Background: an optimization exercise with open tools, aiming at small area. Do not read the settings as production practice. In this exercise RTL edits were held to simulation tests only and were not proved equivalent to the original. Power and IR drop assume default switching activity.

==> design.v <==
module fa (input a, input b, input c, output s, output co);
    assign s  = a ^ b ^ c;
    assign co = (a & b) | (c & (a ^ b));
endmodule
module ha (input a, input b, output s, output co);
    assign s  = a ^ b;
    assign co = a & b;
endmodule
module delay (
    input  clk,
    input  rst_seen,
    input  btn,
    output delay_en
);
    localparam [15:0] TAPS = 16'hD008, R = 16'hC01C, W = 16'h401C,
                      MASK = 16'hFFEF, P = 16'h5555, S1 = 16'h8039;
    reg  [15:0] q;
    wire [15:0] s = q ^ P;
    assign delay_en = ~rst_seen & ((s & MASK) == (W & MASK));
    wire fb = (^(s & TAPS)) ^ delay_en;
    always @(posedge clk) begin
        if (!btn)          q <= R ^ P;
        else if (rst_seen) q <= S1 ^ P;
        else               q <= {s[14:0], fb} ^ P;
    end
endmodule
module ball_tick (
    input  clk,
    input  rst,
    output tick
);
    localparam [12:0] TAPS = 13'h100D, R = 13'h11F9, W = 13'h01F9, MASK = 13'h1EF7;
    reg [12:0] s;
    assign tick = ((s & MASK) == (W & MASK));
    wire fb = (^(s & TAPS)) ^ tick;
    always @(posedge clk or posedge rst) begin
        if (rst) s <= R;
        else     s <= {s[11:0], fb};
    end
endmodule
module vga_controller (
    input clk,
    input rst,
    output video_on,
    output hsync,
    output vsync,
    output reg [11:0] h_count,
    output reg [10:0] v_count
);
    wire [11:0] h = h_count;
    wire [10:0] v = v_count;
    wire h_end = h[11] & h[7] & h[4] & h[2] & h[1] & h[0];           
    wire v_end = v[10] & v[6] & v[5] & v[2];                         
    wire [11:0] hs, hc;
    assign hs[0] = ~h[0];
    assign hc[0] = h[0];
    wire [10:0] vs, vc;
    ha v0 (.a(v[0]), .b(h_end), .s(vs[0]), .co(vc[0]));
    genvar i;
    for (i = 1; i < 12; i++) begin : hinc
        ha u (.a(h[i]), .b(hc[i-1]), .s(hs[i]), .co(hc[i]));
    end
    for (i = 1; i < 11; i++) begin : vinc
        ha u (.a(v[i]), .b(vc[i-1]), .s(vs[i]), .co(vc[i]));
    end
    wire v_wrap = h_end & v_end;
    always @(posedge clk or posedge rst) begin
        if (rst) h_count <= 12'd0;
        else     h_count <= {hs[11] & ~h_end, hs[10:8], hs[7] & ~h_end, hs[6:5],
                             hs[4:3] & ~{2{h_end}}, hs[2:0]};
    end
    always @(posedge clk or posedge rst) begin
        if (rst) v_count <= 11'd0;
        else     v_count <= {vs[10] & ~v_wrap, vs[9:7], vs[6:5] & ~{2{v_wrap}}, vs[4:3],
                             vs[2] & ~v_wrap, vs[1], vs[0] & ~v_wrap};
    end
    assign hsync = (h[10] & h[9] & h[8] & h[7] & h[6] & (h[5] | (h[4] & h[3]))) |
                   (h[11] & ~(h[8] | h[7] | h[6] | h[5] | h[4] | h[3] | h[2]));
    assign vsync = v[10] & ((~v[6] & v[5] & v[4] & v[3] & v[2]) |
                            (v[6] & ~(v[5] | v[4] | v[3] | v[2] | v[1] | v[0])));
    assign video_on = ~h[11] & ~(h[10] & h[9] & h[8] & h[7]) &
                      (~v[10] | (~v[6] & ~(v[5] & v[4] & v[3])));
endmodule
module rectangle (
    input clk,
    input rst,
    input rst_seen,
    input btnU,
    input btnD,
    output reg [8:0] pos
);
    wire up, down;
    wire at_bot = pos[8] & pos[7] & pos[4] & pos[3] & pos[1];    
    wire at_top = ~|pos;
    wire en_d = down & ~at_bot;
    wire en_u = ~down & up & ~at_top;
    wire en = en_d | en_u;
    wire [8:0] s, c;
    ha a0 (.a(pos[0]), .b(en),   .s(s[0]), .co(c[0]));
    fa a1 (.a(pos[1]), .b(en_u), .c(c[0]), .s(s[1]), .co(c[1]));
    fa a2 (.a(pos[2]), .b(en_d), .c(c[1]), .s(s[2]), .co(c[2]));
    genvar i;
    for (i = 3; i < 8; i++) begin : add
        fa u (.a(pos[i]), .b(en_u), .c(c[i-1]), .s(s[i]), .co(c[i]));
    end
    assign s[8] = pos[8] ^ en_u ^ c[7];
    always @(posedge clk or posedge rst) begin
        if (rst) pos <= 9'd0;
        else     pos <= s;
    end
    delay delay_i_u (.clk(clk), .rst_seen(rst_seen), .btn(btnU), .delay_en(up));
    delay delay_i_d (.clk(clk), .rst_seen(rst_seen), .btn(btnD), .delay_en(down));
endmodule
module circle (
    input clk,
    input rst,
    input rst_seen,
    input  [8:0] pos_l,        
    input  [8:0] pos_r,
    output reg [10:0] nhp,
    output reg [9:0]  nvp
);
    reg dir_right, dir_down;
    wire move_tick;
    wire [10:0] hp = ~nhp;
    wire [9:0]  vp = ~nvp;
    genvar i;
    wire [8:0] pc = hp[10] ? pos_r : pos_l;
    wire in_h = (hp <= 11'd260) || (hp >= 11'd1640);
    wire [8:0] fs, fc;
    ha f0 (.a(pc[0]), .b(nvp[1]), .s(fs[0]), .co(fc[0]));
    for (i = 1; i < 9; i++) begin : fadd
        fa u (.a(pc[i]), .b(nvp[i+1]), .c(fc[i-1]), .s(fs[i]), .co(fc[i]));
    end
    wire [10:0] f = {fc[8], fs, nvp[0]};
    wire hit = in_h && (f >= 11'd713) && (f <= 11'd1083);
    ball_tick delay_i_u (.clk(clk), .rst(rst), .tick(move_tick));
    wire h_max = hp[10] & hp[9] & hp[8] & hp[6] & hp[1] & hp[0];
    wire h_min = ~(hp[10] | hp[9] | hp[8] | hp[7] | hp[6] | hp[1]);
    wire v_max = vp[9] & vp[8] & vp[7] & vp[6] & vp[5] & vp[4] & vp[3] & vp[1] & vp[0];
    wire v_min = ~(vp[9] | vp[8] | vp[7] | vp[6] | vp[1]);
    wire h_turn = dir_right ? h_max : h_min;
    wire v_turn = dir_down ? v_max : v_min;
    wire en_h = move_tick & ~h_turn;
    wire en_v = move_tick & ~v_turn;
    wire dm_h = en_h & dir_right;
    wire dm_v = en_v & dir_down;
    wire [10:0] hs, hc;
    wire [9:0]  vs, vc;
    ha h0 (.a(nhp[0]), .b(en_h), .s(hs[0]), .co(hc[0]));
    ha v0 (.a(nvp[0]), .b(en_v), .s(vs[0]), .co(vc[0]));
    for (i = 1; i < 10; i++) begin : hadd
        fa u (.a(nhp[i]), .b(dm_h), .c(hc[i-1]), .s(hs[i]), .co(hc[i]));
    end
    assign hs[10] = nhp[10] ^ dm_h ^ hc[9];
    for (i = 1; i < 9; i++) begin : vadd
        fa u (.a(nvp[i]), .b(dm_v), .c(vc[i-1]), .s(vs[i]), .co(vc[i]));
    end
    assign vs[9] = nvp[9] ^ dm_v ^ vc[8];
    always @(posedge clk) begin
        if (hit | rst_seen) begin
            nhp <= ~11'd479;
            dir_right <= 1'b1;
            nvp <= ~10'd270;
            dir_down <= 1'b1;
        end else begin
            nhp <= hs;
            nvp <= vs;
            if (move_tick & h_turn) dir_right <= ~dir_right;
            if (move_tick & v_turn) dir_down <= ~dir_down;
        end
    end
endmodule
module circle_hit (
    input  [11:0] h,
    input  [10:0] v,
    input  [10:0] nhp,
    input  [9:0]  nvp,
    output hit
);
    wire t3, t4, t5, t6, t7, t8, t9, t10;
    wire t11, t12, t13, t14, t15, t16, t17, t18;
    wire t19, t20, t21, t22, t26, t27, t28, t29;
    wire t30, t31, t32, t33, t34, t35, t36, t37;
    wire t38, t39, t40, t41, t42, t43, t185, t186;
    wire t187, t188, t189, t190, t191, t192, t193, t194;
    wire t195, t196, t197, t198, t199, t200, t201, t202;
    wire t203, t204, t205, t206, t207, t208, t209, t210;
    wire t211, t212, t213, t214, t215, t216, t217, t218;
    wire t219, t220, t221, t222, t223, t224, t225, t226;
    wire t228, t229, t230, t231, t232, t233, t234, t235;
    wire t236, t237, t238, t239, t240, t241, t242, t243;
    wire t244, t245, t246, t247, t248, t249, t250, t251;
    wire t252, t253, t254, t255, t256, t257, t258, t259;
    wire t260, t261, t262, t263, t264, t265, t266, t267;
    wire t268, t269, t270, t271, t272, t273, t274, t275;
    wire t276, t277, t278, t279, t280, t281, t282, t283;
    wire t285, t286, t287, t288, t290, t291, t292, t293;
    wire t295, t296, t297, t298, t299, t300, t301, t302;
    wire t303, t304, t305, t306, t307, t308, t309, t310;
    wire t311, t312, t313, t314, t315, t316, t317, t318;
    wire t319, t320, t321, t322, t323, t324, t325, t326;
    wire t328, t329, t330, t331, t333, t334, t335, t336;
    wire t337, t338, t339, t340, t341, t342, t343, t344;
    wire t345, t346, t347, t348, t349, t350, t351, t352;
    wire t353, t354, t355, t356, t357, t358, t359, t360;
    wire t361, t362, t363, t364, t365, t366, t367, t368;
    wire t369, t370, t371, t372, t373, t374, t376, t377;
    wire t378, t379, t381, t382, t384, t385, t386, t387;
    wire t389, t390, t392, t393, t394, t395, t396, t397;
    wire t398, t399, t400, t401, t402, t403, t404, t405;
    wire t406, t407, t408, t409, t410, t411, t413, t414;
    wire t417, t418, t419, t420, t421, t422, t424, t425;
    wire t427, t428, t429, t430, t431, t432, t433, t434;
    wire t435, t436, t437, t438, t439, t440;
    wire t1 = ~(h[0] ^ nhp[0]);
    wire t2 = h[0] | nhp[0];
    wire t23 = ~(h[11] ^ t22);
    wire t24 = ~(v[0] ^ nvp[0]);
    wire t25 = v[0] | nvp[0];
    wire t44 = ~(v[10] ^ t43);
    wire t45 = ~t1;
    wire t46 = t3 & ~t1;
    wire t47 = t3 & t1;
    wire t48 = ~(t5 & ~t3);
    wire t49 = ~(t5 & t3);
    wire t50 = ~(t7 & ~t5);
    wire t51 = ~(t7 & t5);
    wire t52 = ~(t9 & ~t7);
    wire t53 = t9 & t7;
    wire t54 = ~(t11 & ~t9);
    wire t55 = ~(t11 & t9);
    wire t56 = ~(t13 & ~t11);
    wire t57 = ~(t13 & t11);
    wire t58 = ~(t15 & ~t13);
    wire t59 = ~(t15 & t13);
    wire t60 = ~(t17 & ~t15);
    wire t61 = ~(t17 & t15);
    wire t62 = t19 & ~t17;
    wire t63 = ~(t19 & t17);
    wire t64 = t21 & ~t19;
    wire t65 = t1 & t5;
    wire t66 = ~(t1 & t7);
    wire t67 = ~(t1 & t9);
    wire t68 = ~(t1 & t11);
    wire t69 = ~(t1 & t13);
    wire t70 = ~(t1 & t15);
    wire t71 = t1 & t17;
    wire t72 = ~(t1 & t19);
    wire t73 = ~(t1 & t21);
    wire t74 = ~(t3 & t7);
    wire t75 = ~(t3 & t9);
    wire t76 = ~(t3 & t11);
    wire t77 = ~(t3 & t13);
    wire t78 = ~(t3 & t15);
    wire t79 = ~(t3 & t17);
    wire t80 = ~(t3 & t19);
    wire t81 = ~(t3 & t21);
    wire t82 = ~(t5 & t9);
    wire t83 = t5 & t11;
    wire t84 = ~(t5 & t13);
    wire t85 = ~(t5 & t15);
    wire t86 = ~(t5 & t17);
    wire t87 = ~(t5 & t19);
    wire t88 = ~(t5 & t21);
    wire t89 = ~(t7 & t11);
    wire t90 = ~(t7 & t13);
    wire t91 = ~(t7 & t15);
    wire t92 = ~(t7 & t17);
    wire t93 = ~(t7 & t19);
    wire t94 = ~(t7 & t21);
    wire t95 = ~(t9 & t13);
    wire t96 = ~(t9 & t15);
    wire t97 = ~(t9 & t17);
    wire t98 = ~(t9 & t19);
    wire t99 = ~(t9 & t21);
    wire t100 = ~(t11 & t15);
    wire t101 = ~(t11 & t17);
    wire t102 = ~(t11 & t19);
    wire t103 = ~(t11 & t21);
    wire t104 = ~(t13 & t17);
    wire t105 = ~(t13 & t19);
    wire t106 = ~(t13 & t21);
    wire t107 = ~(t15 & t19);
    wire t108 = ~(t15 & t21);
    wire t109 = ~(t17 & t21);
    wire t110 = t23 & t1;
    wire t111 = t23 & t3;
    wire t112 = t23 & t5;
    wire t113 = t23 & t7;
    wire t114 = t23 & t9;
    wire t115 = t23 & t11;
    wire t116 = ~(t23 & t13);
    wire t117 = t23 & t15;
    wire t118 = ~(t23 & t17);
    wire t119 = ~t24;
    wire t120 = t26 & ~t24;
    wire t121 = t26 & t24;
    wire t122 = ~(t28 & ~t26);
    wire t123 = ~(t28 & t26);
    wire t124 = t30 & ~t28;
    wire t125 = ~(t30 & t28);
    wire t126 = t32 & ~t30;
    wire t127 = ~(t32 & t30);
    wire t128 = ~(t34 & ~t32);
    wire t129 = ~(t34 & t32);
    wire t130 = ~(t36 & ~t34);
    wire t131 = ~(t36 & t34);
    wire t132 = ~(t38 & ~t36);
    wire t133 = ~(t38 & t36);
    wire t134 = ~(t40 & ~t38);
    wire t135 = ~(t40 & t38);
    wire t136 = ~(t42 & ~t40);
    wire t137 = ~(t42 & t40);
    wire t138 = t24 & t28;
    wire t139 = ~(t24 & t30);
    wire t140 = ~(t24 & t32);
    wire t141 = t24 & t34;
    wire t142 = ~(t24 & t36);
    wire t143 = ~(t24 & t38);
    wire t144 = ~(t24 & t40);
    wire t145 = ~(t24 & t42);
    wire t146 = ~(t26 & t30);
    wire t147 = ~(t26 & t32);
    wire t148 = ~(t26 & t34);
    wire t149 = ~(t26 & t36);
    wire t150 = ~(t26 & t38);
    wire t151 = ~(t26 & t40);
    wire t152 = ~(t26 & t42);
    wire t153 = ~(t28 & t32);
    wire t154 = ~(t28 & t34);
    wire t155 = t28 & t36;
    wire t156 = ~(t28 & t38);
    wire t157 = ~(t28 & t40);
    wire t158 = ~(t28 & t42);
    wire t159 = ~(t30 & t34);
    wire t160 = ~(t30 & t36);
    wire t161 = ~(t30 & t38);
    wire t162 = ~(t30 & t40);
    wire t163 = ~(t30 & t42);
    wire t164 = ~(t32 & t36);
    wire t165 = ~(t32 & t38);
    wire t166 = ~(t32 & t40);
    wire t167 = ~(t32 & t42);
    wire t168 = ~(t34 & t38);
    wire t169 = ~(t34 & t40);
    wire t170 = ~(t34 & t42);
    wire t171 = ~(t36 & t40);
    wire t172 = ~(t36 & t42);
    wire t173 = ~(t38 & t42);
    wire t174 = ~(t44 & t24);
    wire t175 = ~(t44 & ~t24);
    wire t176 = ~(t44 & ~t26);
    wire t177 = ~(t44 & ~t28);
    wire t178 = ~(t44 & ~t30);
    wire t179 = ~(t44 & ~t32);
    wire t180 = ~(t44 & ~t34);
    wire t181 = ~(t44 & ~t36);
    wire t182 = ~(t44 & ~t38);
    wire t183 = ~(t44 & ~t40);
    wire t184 = ~(t44 & t42);
    wire t227 = ~t186;
    wire t284 = ~t215;
    wire t289 = ~t214;
    wire t294 = ~t222;
    wire t327 = ~t270;
    wire t332 = ~t271;
    wire t375 = ~t338;
    wire t380 = ~t276;
    wire t383 = ~t277;
    wire t388 = ~t290;
    wire t391 = ~t291;
    wire t412 = ~t335;
    wire t415 = ~t45;
    wire t416 = ~t119;
    wire t423 = ~t376;
    wire t426 = ~t425;
    fa u_t3 (.a(h[1]), .b(nhp[1]), .c(t2), .s(t3), .co(t4));
    fa u_t5 (.a(h[2]), .b(nhp[2]), .c(t4), .s(t5), .co(t6));
    fa u_t7 (.a(h[3]), .b(nhp[3]), .c(t6), .s(t7), .co(t8));
    fa u_t9 (.a(h[4]), .b(nhp[4]), .c(t8), .s(t9), .co(t10));
    fa u_t11 (.a(h[5]), .b(nhp[5]), .c(t10), .s(t11), .co(t12));
    fa u_t13 (.a(h[6]), .b(nhp[6]), .c(t12), .s(t13), .co(t14));
    fa u_t15 (.a(h[7]), .b(nhp[7]), .c(t14), .s(t15), .co(t16));
    fa u_t17 (.a(h[8]), .b(nhp[8]), .c(t16), .s(t17), .co(t18));
    fa u_t19 (.a(h[9]), .b(nhp[9]), .c(t18), .s(t19), .co(t20));
    fa u_t21 (.a(h[10]), .b(nhp[10]), .c(t20), .s(t21), .co(t22));
    fa u_t26 (.a(v[1]), .b(nvp[1]), .c(t25), .s(t26), .co(t27));
    fa u_t28 (.a(v[2]), .b(nvp[2]), .c(t27), .s(t28), .co(t29));
    fa u_t30 (.a(v[3]), .b(nvp[3]), .c(t29), .s(t30), .co(t31));
    fa u_t32 (.a(v[4]), .b(nvp[4]), .c(t31), .s(t32), .co(t33));
    fa u_t34 (.a(v[5]), .b(nvp[5]), .c(t33), .s(t34), .co(t35));
    fa u_t36 (.a(v[6]), .b(nvp[6]), .c(t35), .s(t36), .co(t37));
    fa u_t38 (.a(v[7]), .b(nvp[7]), .c(t37), .s(t38), .co(t39));
    fa u_t40 (.a(v[8]), .b(nvp[8]), .c(t39), .s(t40), .co(t41));
    fa u_t42 (.a(v[9]), .b(nvp[9]), .c(t41), .s(t42), .co(t43));
    ha u_t185 (.a(t53), .b(t71), .s(t185), .co(t186));
    fa u_t187 (.a(t54), .b(t72), .c(t79), .s(t187), .co(t188));
    fa u_t189 (.a(t55), .b(t73), .c(t80), .s(t189), .co(t190));
    fa u_t191 (.a(t86), .b(t91), .c(t95), .s(t191), .co(t192));
    fa u_t193 (.a(t110), .b(t56), .c(t81), .s(t193), .co(t194));
    fa u_t195 (.a(t87), .b(t92), .c(t96), .s(t195), .co(t196));
    ha u_t197 (.a(t130), .b(t158), .s(t197), .co(t198));
    fa u_t199 (.a(t111), .b(t57), .c(t88), .s(t199), .co(t200));
    fa u_t201 (.a(t93), .b(t97), .c(t100), .s(t201), .co(t202));
    ha u_t203 (.a(t131), .b(t163), .s(t203), .co(t204));
    fa u_t205 (.a(t112), .b(t58), .c(t94), .s(t205), .co(t206));
    ha u_t207 (.a(t98), .b(t101), .s(t207), .co(t208));
    fa u_t209 (.a(t113), .b(t59), .c(t99), .s(t209), .co(t210));
    fa u_t211 (.a(t51), .b(t69), .c(t76), .s(t211), .co(t212));
    fa u_t213 (.a(t52), .b(t70), .c(t77), .s(t213), .co(t214));
    ha u_t215 (.a(t83), .b(t126), .s(t215), .co(t216));
    fa u_t217 (.a(t78), .b(t84), .c(t89), .s(t217), .co(t218));
    fa u_t219 (.a(t127), .b(t144), .c(t150), .s(t219), .co(t220));
    ha u_t221 (.a(t185), .b(t155), .s(t221), .co(t222));
    fa u_t223 (.a(t187), .b(t85), .c(t90), .s(t223), .co(t224));
    fa u_t225 (.a(t128), .b(t145), .c(t151), .s(t225), .co(t226));
    fa u_t228 (.a(t156), .b(t160), .c(t227), .s(t228), .co(t229));
    fa u_t230 (.a(t189), .b(t191), .c(t129), .s(t230), .co(t231));
    fa u_t232 (.a(t152), .b(t157), .c(t161), .s(t232), .co(t233));
    fa u_t234 (.a(t164), .b(t174), .c(t188), .s(t234), .co(t235));
    fa u_t236 (.a(t193), .b(t195), .c(t197), .s(t236), .co(t237));
    fa u_t238 (.a(t162), .b(t165), .c(t175), .s(t238), .co(t239));
    fa u_t240 (.a(t176), .b(t190), .c(t192), .s(t240), .co(t241));
    fa u_t242 (.a(t199), .b(t201), .c(t203), .s(t242), .co(t243));
    fa u_t244 (.a(t166), .b(t168), .c(t177), .s(t244), .co(t245));
    fa u_t246 (.a(t194), .b(t196), .c(t198), .s(t246), .co(t247));
    fa u_t248 (.a(t205), .b(t207), .c(t132), .s(t248), .co(t249));
    fa u_t250 (.a(t167), .b(t169), .c(t178), .s(t250), .co(t251));
    fa u_t252 (.a(t200), .b(t202), .c(t204), .s(t252), .co(t253));
    fa u_t254 (.a(t209), .b(t102), .c(t104), .s(t254), .co(t255));
    fa u_t256 (.a(t133), .b(t170), .c(t171), .s(t256), .co(t257));
    fa u_t258 (.a(t179), .b(t206), .c(t208), .s(t258), .co(t259));
    fa u_t260 (.a(t114), .b(t60), .c(t103), .s(t260), .co(t261));
    fa u_t262 (.a(t105), .b(t134), .c(t172), .s(t262), .co(t263));
    ha u_t264 (.a(t180), .b(t210), .s(t264), .co(t265));
    fa u_t266 (.a(t115), .b(t61), .c(t106), .s(t266), .co(t267));
    fa u_t268 (.a(t107), .b(t135), .c(t173), .s(t268), .co(t269));
    ha u_t270 (.a(t116), .b(t62), .s(t270), .co(t271));
    fa u_t272 (.a(t49), .b(t67), .c(t74), .s(t272), .co(t273));
    fa u_t274 (.a(t50), .b(t68), .c(t75), .s(t274), .co(t275));
    ha u_t276 (.a(t124), .b(t141), .s(t276), .co(t277));
    fa u_t278 (.a(t211), .b(t82), .c(t125), .s(t278), .co(t279));
    fa u_t280 (.a(t142), .b(t148), .c(t153), .s(t280), .co(t281));
    fa u_t282 (.a(t213), .b(t143), .c(t149), .s(t282), .co(t283));
    fa u_t285 (.a(t154), .b(t212), .c(t284), .s(t285), .co(t286));
    fa u_t287 (.a(t217), .b(t219), .c(t159), .s(t287), .co(t288));
    fa u_t290 (.a(t221), .b(t216), .c(t289), .s(t290), .co(t291));
    fa u_t292 (.a(t223), .b(t225), .c(t228), .s(t292), .co(t293));
    fa u_t295 (.a(t218), .b(t220), .c(t294), .s(t295), .co(t296));
    fa u_t297 (.a(t230), .b(t232), .c(t234), .s(t297), .co(t298));
    fa u_t299 (.a(t224), .b(t226), .c(t229), .s(t299), .co(t300));
    fa u_t301 (.a(t236), .b(t238), .c(t240), .s(t301), .co(t302));
    fa u_t303 (.a(t231), .b(t233), .c(t235), .s(t303), .co(t304));
    fa u_t305 (.a(t242), .b(t244), .c(t246), .s(t305), .co(t306));
    fa u_t307 (.a(t237), .b(t239), .c(t241), .s(t307), .co(t308));
    fa u_t309 (.a(t248), .b(t250), .c(t252), .s(t309), .co(t310));
    fa u_t311 (.a(t243), .b(t245), .c(t247), .s(t311), .co(t312));
    fa u_t313 (.a(t254), .b(t256), .c(t258), .s(t313), .co(t314));
    fa u_t315 (.a(t249), .b(t251), .c(t253), .s(t315), .co(t316));
    fa u_t317 (.a(t260), .b(t262), .c(t264), .s(t317), .co(t318));
    fa u_t319 (.a(t255), .b(t257), .c(t259), .s(t319), .co(t320));
    fa u_t321 (.a(t266), .b(t268), .c(t181), .s(t321), .co(t322));
    fa u_t323 (.a(t261), .b(t263), .c(t265), .s(t323), .co(t324));
    fa u_t325 (.a(t108), .b(t136), .c(t182), .s(t325), .co(t326));
    fa u_t328 (.a(t267), .b(t269), .c(t327), .s(t328), .co(t329));
    fa u_t330 (.a(t117), .b(t63), .c(t109), .s(t330), .co(t331));
    fa u_t333 (.a(t137), .b(t183), .c(t332), .s(t333), .co(t334));
    ha u_t335 (.a(t118), .b(t64), .s(t335), .co(t336));
    ha u_t337 (.a(t47), .b(t65), .s(t337), .co(t338));
    fa u_t339 (.a(t48), .b(t66), .c(t122), .s(t339), .co(t340));
    fa u_t341 (.a(t272), .b(t123), .c(t140), .s(t341), .co(t342));
    fa u_t343 (.a(t274), .b(t147), .c(t273), .s(t343), .co(t344));
    fa u_t345 (.a(t278), .b(t280), .c(t275), .s(t345), .co(t346));
    fa u_t347 (.a(t282), .b(t285), .c(t279), .s(t347), .co(t348));
    fa u_t349 (.a(t287), .b(t283), .c(t286), .s(t349), .co(t350));
    fa u_t351 (.a(t292), .b(t295), .c(t288), .s(t351), .co(t352));
    fa u_t353 (.a(t297), .b(t299), .c(t293), .s(t353), .co(t354));
    fa u_t355 (.a(t301), .b(t303), .c(t298), .s(t355), .co(t356));
    fa u_t357 (.a(t305), .b(t307), .c(t302), .s(t357), .co(t358));
    fa u_t359 (.a(t309), .b(t311), .c(t306), .s(t359), .co(t360));
    fa u_t361 (.a(t313), .b(t315), .c(t310), .s(t361), .co(t362));
    fa u_t363 (.a(t317), .b(t319), .c(t314), .s(t363), .co(t364));
    fa u_t365 (.a(t321), .b(t323), .c(t318), .s(t365), .co(t366));
    fa u_t367 (.a(t325), .b(t328), .c(t322), .s(t367), .co(t368));
    fa u_t369 (.a(t330), .b(t333), .c(t326), .s(t369), .co(t370));
    fa u_t371 (.a(t184), .b(t331), .c(t334), .s(t371), .co(t372));
    ha u_t373 (.a(t337), .b(t121), .s(t373), .co(t374));
    fa u_t376 (.a(t339), .b(t139), .c(t375), .s(t376), .co(t377));
    fa u_t378 (.a(t341), .b(t146), .c(t340), .s(t378), .co(t379));
    fa u_t381 (.a(t343), .b(t342), .c(t380), .s(t381), .co(t382));
    fa u_t384 (.a(t345), .b(t344), .c(t383), .s(t384), .co(t385));
    fa u_t386 (.a(t347), .b(t281), .c(t346), .s(t386), .co(t387));
    fa u_t389 (.a(t349), .b(t348), .c(t388), .s(t389), .co(t390));
    fa u_t392 (.a(t351), .b(t350), .c(t391), .s(t392), .co(t393));
    fa u_t394 (.a(t353), .b(t296), .c(t352), .s(t394), .co(t395));
    fa u_t396 (.a(t355), .b(t300), .c(t354), .s(t396), .co(t397));
    fa u_t398 (.a(t357), .b(t304), .c(t356), .s(t398), .co(t399));
    fa u_t400 (.a(t359), .b(t308), .c(t358), .s(t400), .co(t401));
    fa u_t402 (.a(t361), .b(t312), .c(t360), .s(t402), .co(t403));
    fa u_t404 (.a(t363), .b(t316), .c(t362), .s(t404), .co(t405));
    fa u_t406 (.a(t365), .b(t320), .c(t364), .s(t406), .co(t407));
    fa u_t408 (.a(t367), .b(t324), .c(t366), .s(t408), .co(t409));
    fa u_t410 (.a(t369), .b(t329), .c(t368), .s(t410), .co(t411));
    fa u_t413 (.a(t371), .b(t370), .c(t412), .s(t413), .co(t414));
    ha u_t417 (.a(t415), .b(t416), .s(t417), .co(t418));
    ha u_t419 (.a(t46), .b(t120), .s(t419), .co(t420));
    fa u_t421 (.a(t373), .b(t138), .c(t420), .s(t421), .co(t422));
    fa u_t424 (.a(t423), .b(t374), .c(t422), .s(t424), .co(t425));
    fa u_t427 (.a(t378), .b(t377), .c(t426), .s(t427), .co(t428));
    fa u_t429 (.a(t381), .b(t379), .c(t428), .s(t429), .co(t430));
    fa u_t431 (.a(t384), .b(t382), .c(t430), .s(t431), .co(t432));
    fa u_t433 (.a(t386), .b(t385), .c(t432), .s(t433), .co(t434));
    fa u_t435 (.a(t389), .b(t387), .c(t434), .s(t435), .co(t436));
    fa u_t437 (.a(t392), .b(t390), .c(t436), .s(t437), .co(t438));
    fa u_t439 (.a(t394), .b(t393), .c(t438), .s(t439), .co(t440));
    wire [11:0] s = {~t439, ~t437, ~t435, ~t433, ~t431, ~t429, ~t427, t424, t421, t419, t418, t417};
    wire high_zero = ~((~t396 ^ ~t395) ^ ~t440) &
        ~(~(~t398 ^ ~t397) ^ (~t396 | ~t395)) &
        ~(~(~t400 ^ ~t399) ^ (~t398 & ~t397)) &
        ~((~t402 ^ ~t401) ^ (~t400 & ~t399)) &
        ~(~(~t404 ^ ~t403) ^ (~t402 | ~t401)) &
        ~((~t406 ^ ~t405) ^ (~t404 & ~t403)) &
        ~((~t408 ^ ~t407) ^ (~t406 | ~t405)) &
        ~((~t410 ^ ~t409) ^ (~t408 | ~t407)) &
        ~((~t413 ^ ~t411) ^ (~t410 | ~t409));
    assign hit = high_zero &
                 ~(s[11] & s[10] & s[9] & ((|s[8:5]) | (s[4] & (|s[3:0]))));
endmodule
module top(
    input  clk     ,
    input  rst     ,
    input  btnU    ,
    input  btnD    ,
    input  btnL    ,
    input  btnR    ,
    output       Hsync   ,
    output       Vsync   ,
    output [3:0] vgaRed  ,
    output [3:0] vgaGreen,
    output [3:0] vgaBlue
);
    wire [11:0] h_count;
    wire [10:0] v_count;
    wire video_on;
    wire [8:0] pos_l, pos_r;
    wire [10:0] nhp;
    wire [9:0]  nvp;
    wire circ;
    reg  white;    
    vga_controller vga_ctrl (
        .clk(clk), .rst(rst), .video_on(video_on), .hsync(Hsync), .vsync(Vsync),
        .h_count(h_count), .v_count(v_count));
    reg rst_seen;
    always @(posedge clk or posedge rst) begin
        if (rst) rst_seen <= 1'b1;
        else     rst_seen <= 1'b0;
    end
    rectangle rectangle_left_i  (.clk(clk), .rst(rst), .rst_seen(rst_seen), .btnU(btnU), .btnD(btnR), .pos(pos_l));
    rectangle rectangle_right_i (.clk(clk), .rst(rst), .rst_seen(rst_seen), .btnU(btnL), .btnD(btnD), .pos(pos_r));
    circle color_i (.clk(clk), .rst(rst), .rst_seen(rst_seen), .pos_l(pos_l), .pos_r(pos_r), .nhp(nhp), .nvp(nvp));
    circle_hit circle_hit_i (.h(h_count), .v(v_count), .nhp(nhp), .nvp(nvp), .hit(circ));
    wire [11:0] h = h_count;
    wire [10:0] v = v_count;
    wire in_l = (h >= 12'd100) && (h <= 12'd200);
    wire in_r = (h >= 12'd1700) && (h <= 12'd1800);
    wire [8:0] npr = ~(h[10] ? pos_r : pos_l);
    wire [9:0] dq, dc;
    assign dq[0] = ~(v[1] ^ npr[0]);
    assign dc[0] = v[1] | npr[0];
    genvar i;
    for (i = 1; i < 9; i++) begin : dsub
        fa u (.a(v[i+1]), .b(npr[i]), .c(dc[i-1]), .s(dq[i]), .co(dc[i]));
    end
    assign dq[9] = ~(v[10] ^ dc[8]);
    assign dc[9] = v[10] | dc[8];
    wire rows = dc[9] & ((dq < 10'd125) | ((dq == 10'd125) & ~v[0]));
    wire rect = (in_l | in_r) & rows;
    always @(posedge clk or posedge rst) begin
        if (rst) white <= 1'b0;
        else     white <= ~rst_seen & video_on & (rect | circ);
    end
    assign vgaRed   = {4{video_on}};
    assign vgaGreen = {4{video_on & white}};
    assign vgaBlue  = {4{video_on & white}};
endmodule
==> flow/run.sh <==
#!/bin/bash
# The standard layout (the standard.sh: ORFS synthesis to finish) with
# three layout choices:
# - after synthesis, combinational cells that ABC sized above drive 1 are
#   set back to drive 1 (flow/downsize.tcl); the flow's repair steps size
#   up again wherever slew, capacitance or timing need it
# - clock tree: clkbuf_8 buffers and no dummy loads at the leaves
# - port buffers: buf_1
# Synthesis, floorplan, power grid, taps, placement and routing are
# standard.sh unchanged. Each tool's output goes to a log file here.
set -e
export CTS_ARGS="-sink_clustering_enable -repair_clock_nets -buf_list sky130_fd_sc_hd__clkbuf_8 -dont_use_dummy_load"
export BUFFER_PORTS_ARGS="-buffer_cell sky130_fd_sc_hd__buf_1"
bash standard.sh synth > synth.log 2>&1
DS_ODB=orfs/results/$FLOW_PLATFORM/top/base/1_synth.odb \
  openroad -no_init -exit flow/downsize.tcl > downsize.log 2>&1
bash standard.sh > standard.log 2>&1
==> flow/downsize.tcl <==
# Swaps every combinational cell that synthesis sized above drive 1 for the
# same function at drive 1 (or 0), where the platform has one that is not
# don't-use. Timing repair later in the flow sizes cells up where needed.
set odb $::env(DS_ODB)
read_db $odb
set db [ord::get_db]
set block [ord::get_db_block]
set dont_use [list]
if {[info exists ::env(DONT_USE_CELLS)]} { set dont_use $::env(DONT_USE_CELLS) }
# never pick the platform's special-purpose cells
set n 0
foreach inst [$block getInsts] {
  set m [$inst getMaster]
  set name [$m getName]
  if {![regexp {^(sky130_fd_sc_hd__)([a-z0-9]+)_([0-9]+)$} $name -> pre base drv]} { continue }
  if {$drv <= 1} { continue }
  if {[regexp {lpflow|probe} $base]} { continue }
  if {[regexp {^(df|sdf|dl|edf|sedf|clk|buf|fa|ha|fah|conb|tap|fill|decap|diode)} $base]} { continue }
  foreach d {1 0} {
    set cand "${pre}${base}_${d}"
    if {[lsearch -exact $dont_use $cand] >= 0} { continue }
    set nm [$db findMaster $cand]
    if {$nm != "NULL" && $nm != ""} {
      $inst swapMaster $nm
      incr n
      break
    }
  }
}
puts "downsized $n cells"
write_db $odb
==> standard.sh <==
#!/bin/bash
# synth_recipe.tcl (not shown) runs the flow's synth.tcl, then flattens the netlist and writes it again
# the make line also repeats each setting of config.mk as NAME=value (left out here)
make -C /OpenROAD-flow-scripts/flow DESIGN_CONFIG=/design/flow/config.mk WORK_HOME=/design/flow/orfs CLKGATE_MAP_FILE= SYNTH_SCRIPT=/design/flow/synth_recipe.tcl "${@:-finish}"
==> config.mk <==
export PLATFORM = sky130hd
export DESIGN_NAME = top
export DESIGN_NICKNAME = top
export VERILOG_FILES = /design/flow/design.v
export SDC_FILE = /design/flow/constraint.sdc
export NUM_CORES = 4
export LEC_CHECK = 0
export CAP_MARGIN = 0
export CORE_MARGIN = 2
export CORE_UTILIZATION = 40
export SLEW_MARGIN = 0
export SYNTH_HIERARCHICAL = 1
==> constraint.sdc <==
create_clock -name core_clock -period 11.0 [get_ports {clk}]
set_input_delay 2.2000 -clock core_clock [delete_from_list [all_inputs] [get_ports {clk}]]
set_output_delay 2.2000 -clock core_clock [all_outputs]
set_load 0.01 [all_outputs]
==> qor.log, run 1 <==
INFO  clocking       post-cts-setup-buffer-count=0
INFO  clocking       clk_path_buf_depth=2
INFO  setup_path     crit_family=adder cells
INFO  clocking       post_cts.resized_instances=0
INFO  sta            number_of_failing_setup_endpoints_in_the_final_timing_report=0
INFO  detailed_routing drc=0
INFO  sta            timing_worst_slew_pin_value=921ps
INFO  sta            post-route-period-util=82.8%
INFO  global_route   largest_net_degree_at_the_start_of_global_routing=24
INFO  synth          synthesis.nets=1119
INFO  power_and_ir_drop vdd.ir_drop.worst=87.5uV
INFO  setup_path     timing.critical_path.from_type=flip-flop
INFO  synth          yosys_warnings=12
INFO  detailed_routing routedWlPerCell=16.6um
INFO  detailed_routing dr.max_layer_used=met4
INFO  clocking       cts_buffers=17
INFO  power_and_ir_drop totalPowerFinal=0.964mW
INFO  sta            clock_skew_after_layout=37.8ps
INFO  die            die_h=164um
INFO  global_route   grt-ovfl-total=0
INFO  setup_path     worstPathArrival=9410ps
INFO  setup_path     max_stage_delay=540ps
INFO  clocking       tritoncts=yes
INFO  finish         finish.net_count=1127
INFO  detailed_routing drt-initial-drc-count=305
INFO  power_and_ir_drop power_density=89.0nW/um2
INFO  hold_path      worstHoldPathType=reg -> reg
INFO  setup_path     critical_path_class=reg -> reg
INFO  clocking       cts.reportedPaths.clkPinSlew=80ps
INFO  synth          post_synth_instance_area=10300um2
INFO  detailed_routing vias=6297
INFO  sta            hold_viol_final=0
INFO  detailed_routing route.met3.wl=629um
INFO  clocking       clock_insertion_delay_worst_skew=450ps
INFO  setup_path     cp.buffers_inverters=3
INFO  synth          syn-instance-count=888
INFO  die            design.portCount=20
INFO  finish         synthToLayoutAreaGrowth=5.59%
INFO  finish         drive_gt1_share=3.80%
INFO  sta            slew_headroom=38.0%
INFO  finish         num_antenna_cells=0
INFO  clocking       numClockSinks=143
INFO  sta            maxClockFrequency=110MHz
INFO  global_route   grt_first_pass_wirelength=34500um
INFO  detailed_routing met2_routed_length=10100um
INFO  setup_path     critical_path_required=11310ps
INFO  die            core.rowCount=58
INFO  detailed_routing total_length_of_routed_wires=20300um
INFO  global_route   number_of_antenna_violations_at_the_first_check_in_global_routing=0
INFO  sta            post-route-min-period=9100ps
INFO  placed_design  io_buffer_count=19
INFO  detailed_routing wl_met1=9320um
INFO  sta            grt_setup_unrepaired=no
INFO  setup_path     path_common_cell=fa_1
INFO  placed_design  place_congestion=0.797
INFO  power_and_ir_drop power_leakage=4.62nW
INFO  clocking       cts_hold_repair.buffers=0
INFO  placed_design  hpwl=16000um
INFO  detailed_routing drt.antenna.violating_nets=0
INFO  detailed_routing vias_per_cell=5.14
INFO  outcome        status=no timing/DRC/antenna violations
INFO  setup_path     path_max_fanout=9
INFO  global_route   via_count_of_the_first_global_routing_pass=6788
INFO  setup_path     critical_path.endpoint_type=flip-flop
INFO  detailed_routing drt_pass1_iterations=5
INFO  die            die_area=26900um2
INFO  run            cap_violations=0
INFO  clocking       clock_tree.htree_level_count=4
INFO  sta            setup-tns-final=0ps
INFO  synth          syn_area_per_cell=11.5um2
INFO  global_route   grt_use_total=16.5%
INFO  die            initial_cell_density_of_the_core=40.7%
INFO  die            die_w=164um
INFO  setup_path     timing.critical_path.slowest_stage_cell=xnor2_1
INFO  clocking       cts-root-buf=clkbuf_8
INFO  die            core=25200um2
INFO  sta            final_slew_violations=0
==> state kept, by name, summed over array words and instances, names as in the netlist, 11 cells and up <==
register	count
rectangle_left_i.delay_i_u.q	16
rectangle_right_i.delay_i_d.q	16
vga_ctrl.v_count	11
rectangle_left_i.delay_i_d.q	16
vga_ctrl.h_count	12
color_i.delay_i_u.s	13
color_i.nhp	11
rectangle_right_i.delay_i_u.q	16
==> metal layers <==
layer	global-route usage, %	vias up
met5	0	-
met4	4.63	0
met3	2.63	19
met2	27.2	107
met1	22.7	3255
li1	-	2916
==> path summary, 6_finish.rpt <==
path                                     endpoint              startpoint  slack (ps)  depth (start not counted)
max                                         white     vga_ctrl.h_count[0]        1900                         28
min                        color_i.delay_i_u.s[8]  color_i.delay_i_u.s[7]         350                          0
max reg2reg                                 white     vga_ctrl.h_count[0]        1900                         28
min reg2reg                color_i.delay_i_u.s[8]  color_i.delay_i_u.s[7]         350                          0
max in group asynchronous    vga_ctrl.h_count[11]                     rst        8350                          2
min in group asynchronous                   white                     rst        1770                          2
==> power by group <==
group          internal (mW)  leakage, nW  switching (mW)
Clock                  0.136        0.122           0.167
Combinational         0.0461         3.05          0.0600
Sequential             0.536         1.44          0.0185
==> cells in the final DEF, fill, tap and decap left out, types with 12 or more instances in the layout <==
cell type and n:
xor2_1 12, dfrtp_1 47, buf_1 19, dfxtp_1 87, nor2b_1 32, nand2_1 133, and2_1 13, nor2_1 35
xnor2_1 19, clkbuf_8 17, nand2b_1 22, fa_1 172, a21boi_1 18, ha_1 53, nor4_1 15, inv_1 43
==> worst register-to-register path: cells and delay by family, from the launching register on <==
kind	cells	cell delay, ps
AOI/OAI and AO/OA	1	70
xor gates and xnor gates	2	670
adders and majority gates	17	6780
buffers and inverters	3	160
DFF	1	420
and+or+nand+nor	5	880
==> stage by stage <==
stage | setup slack (ps) | util (%) | instance area (um2) | std cells | hold WS, ps
2_1_floorplan | 2330 | - | 10300 | 888 | 347
3_3_place_gp | 2000 | 42.1 | 10600 | 1207 | 355
3_5_place_dp | 1870 | 42.1 | 10600 | 1207 | 358
4_1_cts | 1850 | 43.0 | 10800 | 1224 | 351
5_1_grt | 1380 | 43.0 | 10800 | 1224 | 352
6_report | 1900 | 43.0 | 10800 | 1224 | 349
==> cell type report <==
class                      count  area [um2]
clock buffer                  17         234
fill                        2374       14400
inverter                      45         169
multi-input combinational    663        6730
sequential                   143        3150
tap                          330         413
timing repair buffer          26         124
==> run 2: changes to the inputs <==
--- a/config.mk
+++ b/config.mk
@@ -5,8 +5,8 @@
 export SDC_FILE = /design/flow/constraint.sdc
 export NUM_CORES = 4
 export LEC_CHECK = 0
-export CAP_MARGIN = 0
+export CAP_MARGIN = 20
 export CORE_MARGIN = 2
 export CORE_UTILIZATION = 40
-export SLEW_MARGIN = 0
+export SLEW_MARGIN = 20
 export SYNTH_HIERARCHICAL = 1
==> qor.log, run 2 <==
INFO  outcome        status=no timing/DRC/antenna violations [unchanged]
INFO  finish         drive_gt1_share=3.80% [unchanged]
INFO  sta            number_of_failing_setup_endpoints_in_the_final_timing_report=0 [unchanged]
INFO  power_and_ir_drop power_density=89.0nW/um2 [unchanged]
INFO  clocking       post_cts.resized_instances=0 [unchanged]
INFO  finish         num_antenna_cells=0 [unchanged]
INFO  clocking       cts_hold_repair.buffers=0 [unchanged]
INFO  setup_path     timing.critical_path.from_type=flip-flop [unchanged]
INFO  finish         mostFrequentLayoutCells=fa_1 (172), nand2_1 (133), dfxtp_1 (87), ha_1 (53), dfrtp_1 (47) [unchanged]
INFO  die            core.rowCount=58 [unchanged]
INFO  global_route   number_of_antenna_violations_at_the_first_check_in_global_routing=0 [unchanged]
INFO  sta            maxClockFrequency=110MHz [unchanged]
INFO  detailed_routing vias=6297 [unchanged]
INFO  global_route   globalRoute.busiestLayer=met2 [unchanged]
INFO  setup_path     crit_family=adder cells [unchanged]
INFO  power_and_ir_drop totalPowerFinal=0.964mW [unchanged]
INFO  setup_path     critical_path_class=reg -> reg [unchanged]
INFO  sta            timing_worst_slew_pin_value=921ps [unchanged]
INFO  power_and_ir_drop switching_power=0.245mW [unchanged]
INFO  sta            setup-tns-final=0ps [unchanged]
INFO  hold_path      worstHoldPathType=reg -> reg [unchanged]
INFO  power_and_ir_drop vdd.ir_drop.worst=87.5uV [unchanged]
INFO  setup_path     reg2reg_slack=1900ps [about the same]
INFO  sta            hold_viol_final=0 [unchanged]
INFO  global_route   via_count_of_the_first_global_routing_pass=6788 [unchanged]
INFO  synth          synthesis.nets=1119 [unchanged]
INFO  synth          yosys_warnings=12 [unchanged]
INFO  power_and_ir_drop p_int=0.718mW [unchanged]
INFO  setup_path     worstPathArrival=9410ps [about the same]
INFO  finish         mostFrequentLayoutCell=fa_1 [unchanged]
INFO  sta            slew_headroom=38.0% [unchanged]
INFO  power_and_ir_drop power_leakage=4.62nW [unchanged]
INFO  sta            grt_setup_unrepaired=no [unchanged]
INFO  detailed_routing total_length_of_routed_wires=20300um [unchanged]
INFO  synth          syn_area_per_cell=11.5um2 [unchanged]
INFO  setup_path     timing.critical_path.slowest_stage_cell=xnor2_1 [unchanged]
INFO  setup_path     critical_path.endpoint_type=flip-flop [unchanged]
INFO  sta            post-route-min-period=9100ps [unchanged]
INFO  power_and_ir_drop part_of_the_power_in_combinational_logic=11.0% [about the same]
INFO  setup_path     max_stage_delay=540ps [about the same]
INFO  power_and_ir_drop clock_power_share=31.4% [about the same]
INFO  sta            clock_skew_after_layout=37.8ps [unchanged]
INFO  detailed_routing vias_per_cell=5.14 [unchanged]
INFO  power_and_ir_drop power.share.switching=25.4% [unchanged]
INFO  setup_path     cp.buffers_inverters=3 [unchanged]
INFO  sta            final_slew_violations=0 [unchanged]
INFO  clocking       numClockSinks=143 [unchanged]
INFO  run            cap_violations=0 [unchanged]
INFO  sta            hold-worst-slack=349ps [unchanged]
INFO  setup_path     path_max_fanout=9 [unchanged]
INFO  setup_path     critical_path_required=11310ps [about the same]
INFO  clocking       clock_insertion_delay_worst_skew=450ps [about the same]
INFO  die            design.portCount=20 [unchanged]
INFO  die            core=25200um2 [unchanged]
INFO  finish         finish.net_count=1127 [unchanged]
INFO  sta            post-route-period-util=82.8% [unchanged]
INFO  detailed_routing drc=0 [unchanged]
INFO  global_route   largest_net_degree_at_the_start_of_global_routing=24 [unchanged]
INFO  global_route   grt_use_total=16.5% [unchanged]
INFO  die            die_area=26900um2 [unchanged]
INFO  clocking       cts.reportedPaths.clkPinSlew=80ps [about the same]
INFO  detailed_routing routedWlPerCell=16.6um [unchanged]
INFO  placed_design  place_congestion=0.797 [unchanged]
INFO  clocking       cts_buffers=17 [unchanged]
INFO  detailed_routing drt-initial-drc-count=305 [unchanged]
INFO  clocking       cts-root-buf=clkbuf_8 [unchanged]
INFO  clocking       clk_path_buf_depth=2 [unchanged]
INFO  die            die_w=164um [unchanged]
INFO  clocking       tritoncts=yes [unchanged]
INFO  placed_design  io_buffer_count=19 [unchanged]
INFO  global_route   grt_util_met1=22.7% [unchanged]
INFO  synth          post_synth_instance_area=10300um2 [unchanged]
INFO  clocking       post-cts-setup-buffer-count=0 [unchanged]
INFO  finish         finish.utilization=43.0% [unchanged]
INFO  global_route   grt-ovfl-total=0 [unchanged]
INFO  finish         synthToLayoutAreaGrowth=5.59% [unchanged]
INFO  setup_path     path_common_cell=fa_1 [unchanged]
INFO  global_route   grt_util_met3=2.63% [unchanged]
INFO  synth          syn-instance-count=888 [unchanged]
INFO  detailed_routing drt.antenna.violating_nets=0 [unchanged]
INFO  clocking       clock_tree.htree_level_count=4 [unchanged]
INFO  detailed_routing drt_pass1_iterations=5 [unchanged]
INFO  die            die_h=164um [unchanged]
INFO  global_route   grt_first_pass_wirelength=34500um [unchanged]
INFO  global_route   met2_layer_usage_reported_by_global_route=27.2% [unchanged]
INFO  placed_design  hpwl=16000um [unchanged]
INFO  power_and_ir_drop power.share.sequential=57.6% [about the same]
INFO  die            initial_cell_density_of_the_core=40.7% [unchanged]
## run 2: worst register-to-register path: cells and delay by family, from the launching register on
| kind | cells | cell delay, ps |
|---|---|---|
| AOI/OAI and AO/OA | 1 | 70 |
| xor gates and xnor gates | 2 | 670 |
| adders and majority gates | 17 | 6780 |
| buffers and inverters | 3 | 160 |
| DFF | 1 | 420 |
| and+or+nand+nor | 5 | 880 |
## run 2: power groups by stage
stage               Clock [mW]  Sequential, mW  Combinational, mW
floorplan                    0           0.559             0.0814
global placement             0           0.566              0.104
detailed placement           0           0.566              0.106
CTS                      0.317           0.555              0.107
global route             0.339           0.558              0.122
finish                   0.303           0.555              0.106
## run 2: final timing paths
kind                       cells past startpoint                    from                     end
setup / recovery                              28     vga_ctrl.h_count[0]                   white
hold / removal                                 0  color_i.delay_i_u.s[7]  color_i.delay_i_u.s[8]
setup reg to reg                              28     vga_ctrl.h_count[0]                   white
hold reg to reg                                0  color_i.delay_i_u.s[7]  color_i.delay_i_u.s[8]
max in group asynchronous                      2                     rst    vga_ctrl.h_count[11]
min in group asynchronous                      2                     rst                   white
## run 2: layer usage
metal | up-vias | part of all wire, %
li1 | 2916 | -
met1 | 3255 | 46
met2 | 107 | 50
met3 | 19 | 3.1
met4 | 0 | 1.2
met5 | - | 0
## run 2: through the flow
step / setup WS, ps / instance area, um2 / std cells
floorplan: 2330 / 10300 / 888
global placement: 2000 / 10600 / 1207
detailed placement: 1870 / 10600 / 1207
CTS: 1850 / 10800 / 1224
global route: 1380 / 10800 / 1224
finish: 1900 / 10800 / 1224
## run 2: final cells by class
cell class                 count  area [um2]
fill                        2374       14400
timing repair buffer          26         124
tap                          330         413
sequential                   143        3150
inverter                      45         169
multi-input combinational    663        6730
clock buffer                  17         234
==> run 3: changes to the inputs <==
--- a/flow/run.sh
+++ b/flow/run.sh
@@ -9,7 +9,7 @@
 # Synthesis, floorplan, power grid, taps, placement and routing are
 # standard.sh unchanged. Each tool's output goes to a log file here.
 set -e
-export CTS_ARGS="-sink_clustering_enable -repair_clock_nets -buf_list sky130_fd_sc_hd__clkbuf_8 -dont_use_dummy_load"
+export CTS_ARGS="-sink_clustering_enable -sink_clustering_size 24 -sink_clustering_max_diameter 80 -sink_clustering_levels 1 -sink_clustering_buffer sky130_fd_sc_hd__clkbuf_8 -repair_clock_nets -buf_list sky130_fd_sc_hd__clkbuf_8 -dont_use_dummy_load"
 export BUFFER_PORTS_ARGS="-buffer_cell sky130_fd_sc_hd__buf_1"
 bash standard.sh synth > synth.log 2>&1
 DS_ODB=orfs/results/$FLOW_PLATFORM/top/base/1_synth.odb \
--- a/config.mk
+++ b/config.mk
@@ -5,8 +5,8 @@
 export SDC_FILE = /design/flow/constraint.sdc
 export NUM_CORES = 4
 export LEC_CHECK = 0
-export CAP_MARGIN = 20
+export CAP_MARGIN = 0
 export CORE_MARGIN = 2
 export CORE_UTILIZATION = 40
-export SLEW_MARGIN = 20
+export SLEW_MARGIN = 0
 export SYNTH_HIERARCHICAL = 1
==> qor.log, run 3 <==
INFO  finish         synthToLayoutAreaGrowth=5.59% [unchanged]
INFO  sta            slew_headroom=38.0% [unchanged]
INFO  clocking       post-cts-setup-buffer-count=0 [unchanged]
INFO  power_and_ir_drop vdd.ir_drop.worst=87.5uV [unchanged]
INFO  detailed_routing drt.antenna.violating_nets=0 [unchanged]
INFO  setup_path     path_common_cell=fa_1 [unchanged]
INFO  clocking       clk_path_buf_depth=2 [unchanged]
INFO  detailed_routing vias_per_cell=5.14 [unchanged]
INFO  setup_path     max_stage_delay=540ps [about the same]
INFO  sta            number_of_failing_setup_endpoints_in_the_final_timing_report=0 [unchanged]
INFO  power_and_ir_drop switching_power=0.245mW [unchanged]
INFO  detailed_routing total_length_of_routed_wires=20300um [unchanged]
INFO  clocking       cts.reportedPaths.clkPinSlew=80ps [about the same]
INFO  power_and_ir_drop power.share.switching=25.4% [unchanged]
INFO  sta            final_slew_violations=0 [unchanged]
INFO  power_and_ir_drop power_density=89.0nW/um2 [unchanged]
INFO  die            core=25200um2 [unchanged]
INFO  detailed_routing drt-initial-drc-count=305 [unchanged]
INFO  setup_path     critical_path_required=11310ps [about the same]
INFO  power_and_ir_drop clock_power_share=31.4% [about the same]
INFO  detailed_routing drc=0 [unchanged]
INFO  placed_design  dp_cells=1207 [unchanged]
INFO  power_and_ir_drop power.share.sequential=57.6% [about the same]
INFO  sta            timing_worst_slew_pin_value=921ps [unchanged]
INFO  finish         num_antenna_cells=0 [unchanged]
INFO  global_route   grt_use_total=16.5% [unchanged]
INFO  detailed_routing vias=6297 [unchanged]
INFO  die            initial_cell_density_of_the_core=40.7% [unchanged]
INFO  synth          synthesis.nets=1119 [unchanged]
INFO  sta            maxClockFrequency=110MHz [unchanged]
INFO  placed_design  hpwl=16000um [unchanged]
INFO  finish         finish.net_count=1127 [unchanged]
INFO  detailed_routing routedWlPerCell=16.6um [unchanged]
INFO  sta            clock_skew_after_layout=37.8ps [unchanged]
INFO  synth          syn-instance-count=888 [unchanged]
INFO  power_and_ir_drop power_leakage=4.62nW [unchanged]
INFO  placed_design  place_congestion=0.797 [unchanged]
INFO  die            core.rowCount=58 [unchanged]
INFO  sta            setup-tns-final=0ps [unchanged]
INFO  synth          post_synth_instance_area=10300um2 [unchanged]
INFO  global_route   grt_first_pass_wirelength=34500um [unchanged]
INFO  clocking       clock_insertion_delay_worst_skew=450ps [about the same]
INFO  global_route   grt-ovfl-total=0 [unchanged]
INFO  power_and_ir_drop part_of_the_power_in_combinational_logic=11.0% [about the same]
INFO  global_route   number_of_antenna_violations_at_the_first_check_in_global_routing=0 [unchanged]
INFO  sta            post-route-min-period=9100ps [unchanged]
INFO  outcome        status=no timing/DRC/antenna violations [unchanged]
INFO  hold_path      worstHoldPathType=reg -> reg [unchanged]
INFO  setup_path     critical_path.endpoint_type=flip-flop [unchanged]
INFO  die            design.portCount=20 [unchanged]
INFO  clocking       cts_hold_repair.buffers=0 [unchanged]
INFO  die            die_w=164um [unchanged]
INFO  clocking       tritoncts=yes [unchanged]
INFO  clocking       cts-root-buf=clkbuf_8 [unchanged]
INFO  clocking       cts_buffers=17 [unchanged]
INFO  setup_path     worstPathArrival=9410ps [about the same]
INFO  global_route   via_count_of_the_first_global_routing_pass=6788 [unchanged]
INFO  detailed_routing drt_pass1_iterations=5 [unchanged]
INFO  synth          syn_area_per_cell=11.5um2 [unchanged]
INFO  sta            grt_setup_unrepaired=no [unchanged]
INFO  setup_path     timing.critical_path.from_type=flip-flop [unchanged]
INFO  sta            post-route-period-util=82.8% [unchanged]
INFO  setup_path     critical_path_class=reg -> reg [unchanged]
INFO  synth          yosys_warnings=12 [unchanged]
INFO  finish         drive_gt1_share=3.80% [unchanged]
INFO  setup_path     path_max_fanout=9 [unchanged]
INFO  placed_design  io_buffer_count=19 [unchanged]
INFO  sta            hold_viol_final=0 [unchanged]
INFO  finish         mostFrequentLayoutCells=fa_1 (172), nand2_1 (133), dfxtp_1 (87), ha_1 (53), dfrtp_1 (47) [unchanged]
INFO  clocking       clock_tree.htree_level_count=4 [unchanged]
INFO  die            die_area=26900um2 [unchanged]
INFO  die            die_h=164um [unchanged]
INFO  clocking       post_cts.resized_instances=0 [unchanged]
INFO  finish         mostFrequentLayoutCell=fa_1 [unchanged]
INFO  setup_path     timing.critical_path.slowest_stage_cell=xnor2_1 [unchanged]
INFO  global_route   largest_net_degree_at_the_start_of_global_routing=24 [unchanged]
INFO  power_and_ir_drop p_int=0.718mW [unchanged]
INFO  clocking       numClockSinks=143 [unchanged]
INFO  run            cap_violations=0 [unchanged]
INFO  finish         final-instance-count-excl-fill=1224 [unchanged]
[run 3: layout make-up]
cell class | instances | area, um2
fillers | 2374 | 14400
multi-input cells | 663 | 6730
flip-flops and latches | 143 | 3150
well taps | 330 | 413
clock buffers | 17 | 234
inverters | 45 | 169
repair buffers | 26 | 124
[run 3: power by group through the flow]
stage	sequential [mW]	clock, mW	combinational, mW
6_report	0.555	0.303	0.106
5_1_grt	0.558	0.339	0.122
4_1_cts	0.555	0.317	0.107
3_5_place_dp	0.566	0	0.106
3_3_place_gp	0.566	0	0.104
2_1_floorplan	0.559	0	0.0814
[run 3: per-stage QoR]
| stage | power, mW | instance area (um2) | utilization, % | hold WS, ps | setup WS (ps) |
|---|---|---|---|---|---|
| 6_report | 0.964 | 10800 | 43.0 | 349 | 1900 |
| 2_1_floorplan | 0.640 | 10300 | - | 347 | 2330 |
| 5_1_grt | 1.02 | 10800 | 43.0 | 352 | 1380 |
| 3_5_place_dp | 0.672 | 10600 | 42.1 | 358 | 1870 |
| 4_1_cts | 0.979 | 10800 | 43.0 | 351 | 1850 |
| 3_3_place_gp | 0.670 | 10600 | 42.1 | 355 | 2000 |
[run 3: path summary, 6_finish.rpt]
path	start	to	slack, ps	depth (start not counted)
max	vga_ctrl.h_count[0]	white	1900	28
min	color_i.delay_i_u.s[7]	color_i.delay_i_u.s[8]	350	0
max reg2reg	vga_ctrl.h_count[0]	white	1900	28
min reg2reg	color_i.delay_i_u.s[7]	color_i.delay_i_u.s[8]	350	0
max in group asynchronous	rst	vga_ctrl.h_count[11]	8350	2
min in group asynchronous	rst	white	1770	2
[run 3: per-layer routing]
metal,GRT usage [%],wire length [um],part of all wire (%),up-vias
met5,0,0,0,-
met4,4.63,252,1.2,0
met3,2.63,629,3.1,19
met2,27.2,10100,50,107
met1,22.7,9320,46,3255
li1,-,-,-,2916
[run 3: worst max-delay path: cells and delay by family (launching register included)]
kind | cells | cell delay [ps]
buf+inv | 3 | 160
simple gates | 5 | 880
fa+ha+maj | 17 | 6780
compound gates | 1 | 70
flops | 1 | 420
xor+xnor | 2 | 670
==> run 4: changes to the inputs <==
--- a/design.v
+++ b/design.v
@@ -12,8 +12,8 @@
     input  btn,
     output delay_en
 );
-    localparam [15:0] TAPS = 16'hD008, R = 16'hC01C, W = 16'h401C,
-                      MASK = 16'hFFEF, P = 16'h5555, S1 = 16'h8039;
+    localparam [15:0] TAPS = 16'h8040, R = 16'hE166, W = 16'h6166,
+                      MASK = 16'hEFDF, P = 16'h5555, S1 = 16'hC2CC;
     reg  [15:0] q;
     wire [15:0] s = q ^ P;
     assign delay_en = ~rst_seen & ((s & MASK) == (W & MASK));
@@ -29,7 +29,7 @@
     input  rst,
     output tick
 );
-    localparam [12:0] TAPS = 13'h100D, R = 13'h11F9, W = 13'h01F9, MASK = 13'h1EF7;
+    localparam [12:0] TAPS = 13'h1004, R = 13'h0C40, W = 13'h1C40, MASK = 13'h1FF9;
     reg [12:0] s;
     assign tick = ((s & MASK) == (W & MASK));
     wire fb = (^(s & TAPS)) ^ tick;
--- a/flow/run.sh
+++ b/flow/run.sh
@@ -9,7 +9,7 @@
 # Synthesis, floorplan, power grid, taps, placement and routing are
 # standard.sh unchanged. Each tool's output goes to a log file here.
 set -e
-export CTS_ARGS="-sink_clustering_enable -sink_clustering_size 24 -sink_clustering_max_diameter 80 -sink_clustering_levels 1 -sink_clustering_buffer sky130_fd_sc_hd__clkbuf_8 -repair_clock_nets -buf_list sky130_fd_sc_hd__clkbuf_8 -dont_use_dummy_load"
+export CTS_ARGS="-sink_clustering_enable -repair_clock_nets -buf_list sky130_fd_sc_hd__clkbuf_8 -dont_use_dummy_load"
 export BUFFER_PORTS_ARGS="-buffer_cell sky130_fd_sc_hd__buf_1"
 bash standard.sh synth > synth.log 2>&1
 DS_ODB=orfs/results/$FLOW_PLATFORM/top/base/1_synth.odb \
==> config.mk (replaced) <==
export PLATFORM = sky130hd
export DESIGN_NAME = top
export DESIGN_NICKNAME = top
export VERILOG_FILES = /design/flow/design.v
export SDC_FILE = /design/flow/constraint.sdc
export NUM_CORES = 4
export LEC_CHECK = 0
export CAP_MARGIN = 20
export CORE_MARGIN = 2
export CORE_UTILIZATION = 75
export PLACE_DENSITY = 0.85
export SLEW_MARGIN = 20
export SYNTH_HIERARCHICAL = 1
==> qor.log, run 4 <==
INFO  sta            setup-tns-final=0ps [unchanged]
INFO  power_and_ir_drop p_int=0.676mW [was 0.718 mW]
INFO  die            design.portCount=20 [unchanged]
INFO  sta            number_of_failing_setup_endpoints_in_the_final_timing_report=0 [unchanged]
INFO  placed_design  hpwl=16200um [was 16000 um]
INFO  setup_path     timing.rr.end=white [unchanged]
INFO  die            die_area=14500um2 [was 26900 um2]
INFO  power_and_ir_drop clock_power_share=34.8% [was 31.4%]
INFO  detailed_routing drt_pass1_iterations=8 [was 5]
INFO  clocking       tritoncts=yes [unchanged]
INFO  setup_path     reg_to_reg_startpoint=vga_ctrl.h_count[0] [unchanged]
INFO  detailed_routing drt.antenna.violating_nets=0 [unchanged]
INFO  setup_path     critical_path.endpoint_type=flip-flop [unchanged]
INFO  setup_path     path_common_cell=fa_1 [unchanged]
INFO  hold_path      min_to=color_i.delay_i_u.s[2] [was color_i.delay_i_u.s[8]]
INFO  sta            clock_skew_after_layout=30.2ps [was 37.8 ps]
INFO  sta            hold_viol_final=0 [unchanged]
INFO  power_and_ir_drop power_density=82.1nW/um2 [was 89.0 nW/um2]
INFO  synth          yosys_warnings=12 [unchanged]
INFO  setup_path     reg2reg_slack=1960ps [was 1900 ps]
INFO  global_route   grt_use_total=32.5% [was 16.5%]
INFO  setup_path     worstPathArrival=9370ps [was 9410 ps]
INFO  placed_design  dp_cells=1042 [was 1207]
INFO  clocking       cts_hold_repair.buffers=0 [unchanged]
INFO  setup_path     max_stage_delay=540ps [about the same]
INFO  synth          post_synth_instance_area=10200um2 [was 10300 um2]
INFO  clocking       cts-root-buf=clkbuf_8 [unchanged]
INFO  placed_design  place_congestion=0.872 [was 0.797]
INFO  detailed_routing total_length_of_routed_wires=20900um [was 20300 um]
INFO  die            core=13200um2 [was 25200 um2]
INFO  synth          synthesis.nets=1113 [was 1119]
INFO  power_and_ir_drop power.share.switching=21.9% [was 25.4%]
INFO  die            die_h=120um [was 164 um]
INFO  setup_path     timing.critical_path.slowest_stage_cell=fa_1 [was xnor2_1]
INFO  detailed_routing drc=0 [unchanged]
INFO  setup_path     reg2regPathDepth=28 [unchanged]
INFO  synth          syn-instance-count=882 [was 888]
INFO  clocking       cts.reportedPaths.clkPinSlew=80ps [about the same]
INFO  finish         synthToLayoutAreaGrowth=3.52% [was 5.59%]
INFO  finish         mostFrequentLayoutCell=fa_1 [unchanged]
INFO  clocking       clock_tree.htree_level_count=4 [unchanged]
INFO  power_and_ir_drop part_of_the_power_in_combinational_logic=2.8% [was 11.0%]
INFO  detailed_routing vias_per_cell=6.23 [was 5.14]
INFO  hold_path      min-delay-start=color_i.delay_i_u.s[1] [was color_i.delay_i_u.s[7]]
INFO  sta            timing_worst_slew_pin_value=915ps [was 921 ps]
INFO  finish         final-instance-count-excl-fill=1059 [was 1224]
INFO  setup_path     critical_path_required=11330ps [was 11310 ps]
INFO  power_and_ir_drop power.share.sequential=62.4% [was 57.6%]
INFO  setup_path     crit_family=adder cells [unchanged]
INFO  sta            maxClockFrequency=111MHz [was 110 MHz]
INFO  clocking       post-cts-setup-buffer-count=0 [unchanged]
INFO  power_and_ir_drop vdd.ir_drop.worst=160uV [was 87.5 uV]
INFO  hold_path      worstHoldPathType=reg -> reg [unchanged]
INFO  setup_path     path_max_fanout=9 [unchanged]
INFO  detailed_routing vias=6602 [was 6297]
INFO  setup_path     cp.buffers_inverters=3 [unchanged]
INFO  global_route   number_of_antenna_violations_at_the_first_check_in_global_routing=1 [was 0]
INFO  finish         drive_gt1_share=2.83% [was 3.80%]
INFO  sta            grt_setup_unrepaired=no [unchanged]
INFO  die            core.rowCount=42 [was 58]
INFO  die            die_w=120um [was 164 um]
INFO  detailed_routing routedWlPerCell=19.7um [was 16.6 um]
INFO  clocking       cts_buffers=17 [unchanged]
INFO  sta            hold-worst-slack=362ps [was 349 ps]
INFO  finish         mostFrequentLayoutCells=fa_1 (172), nand2_1 (125), dfxtp_1 (87), ha_1 (53), dfrtp_1 (52) [was fa_1 (172), nand2_1 (133), dfxtp_1 (87), ha_1 (53), dfrtp_1 (47)]
INFO  finish         fillers=800 [was 2374]
INFO  power_and_ir_drop totalPowerFinal=0.865mW [was 0.964 mW]
INFO  global_route   largest_net_degree_at_the_start_of_global_routing=29 [was 24]
INFO  clocking       clk_path_buf_depth=2 [unchanged]
INFO  global_route   grt-ovfl-total=0 [unchanged]
INFO  hold_path      hold-path-cell-count=0 [unchanged]
INFO  power_and_ir_drop power_leakage=4.61nW [was 4.62 nW]
INFO  setup_path     timing.critical_path.from_type=flip-flop [unchanged]
INFO  finish         num_antenna_cells=0 [unchanged]
INFO  outcome        status=no timing/DRC/antenna violations [unchanged]
INFO  power_and_ir_drop switching_power=0.189mW [was 0.245 mW]
INFO  synth          syn_area_per_cell=11.5um2 [about the same]
INFO  clocking       clock_insertion_delay_worst_skew=450ps [about the same]
INFO  global_route   via_count_of_the_first_global_routing_pass=7549 [was 6788]
INFO  sta            post-route-period-util=82.2% [was 82.8%]
INFO  clocking       post_cts.resized_instances=0 [unchanged]
INFO  run            cap_violations=0 [unchanged]
INFO  placed_design  io_buffer_count=19 [unchanged]
INFO  sta            post-route-min-period=9040ps [was 9100 ps]
INFO  die            initial_cell_density_of_the_core=76.8% [was 40.7%]
INFO  sta            final_slew_violations=0 [unchanged]
INFO  detailed_routing drt-initial-drc-count=424 [was 305]
INFO  setup_path     critical_path_class=reg -> reg [unchanged]
INFO  sta            slew_headroom=38.4% [was 38.0%]
INFO  clocking       numClockSinks=143 [unchanged]
INFO  global_route   grt_first_pass_wirelength=36300um [was 34500 um]
INFO  finish         finish.net_count=1116 [was 1127]
run 4: area by class of cell:
cell class | instances | area, um2 | share of cell area (%)
tap | 176 | 220 | 2.09
inverter | 46 | 173 | 1.64
clock buffer | 17 | 234 | 2.22
timing repair buffer | 21 | 86.3 | 0.820
multi-input combinational | 656 | 6670 | 63.3
sequential | 143 | 3150 | 29.9
run 4: how the worst max path moves through the flow:
stage | start | end | cells after the start
6_report | vga_ctrl.h_count[0] | white | 28
5_1_grt | vga_ctrl.h_count[0] | white | 28
4_1_cts | vga_ctrl.h_count[0] | white | 28
3_5_place_dp | vga_ctrl.h_count[0] | white | 28
3_3_place_gp | vga_ctrl.h_count[0] | white | 28
2_1_floorplan | vga_ctrl.h_count[0] | white | 28
run 4: metrics by stage:
step                      worst slack [ps]  util (%)  area [um2]
after detailed placement              1960      77.7       10300
after global placement                2070      77.6       10300
after global routing                  1420      79.5       10500
after floorplan                       2330         -       10200
after CTS                             1940      79.4       10500
final                                 1960      79.5       10500
run 4: routing by layer:
metal | up-vias | share of wire (%) | GRT usage (%)
li1 | 2895 | - | -
met4 | 2 | 2.7 | 12.6
met3 | 54 | 4.0 | 6.37
met1 | 3469 | 40 | 41.1
met5 | - | 0.062 | 0
met2 | 182 | 53 | 55.9
run 4: power groups by stage:
stage	clock network (mW)	registers, mW	logic (mW)
CTS	0.306	0.540	0.0241
global route	0.328	0.541	0.0274
global placement	0	0.550	0.0218
detailed placement	0	0.550	0.0238
floorplan	0	0.547	0.0168
finish	0.301	0.540	0.0238

==> afterwards: timing with drivers on the ports <==
Ports are ideal in the flow. The routed layouts listed here were re-timed in OpenROAD.
Step 1, drivers: a clkbuf_16 drives clk and a buf_2 each remaining input, both assumed.
Step 2 times the ports against the registers' clock, not the clock port: input delays grow and output delays shrink by t, the midpoint of the rising clock arrivals with the driver on.
Three values: ideal ports, drivers, drivers and shift; two values: the first two.
run | t, ns | slack for setup (ns) | cell pins on the clock port's net
run 1 | 0.466 | 1.897 / 1.897 / 1.897 | 1
run 2 | 0.466 | 1.897 / 1.897 / 1.897 | 1
run 3 | 0.466 | 1.897 / 1.897 / 1.897 | 1
run 4 | 0.476 | 1.962 / 1.962 / 1.962 | 1
After both steps every run listed still meets setup and hold.
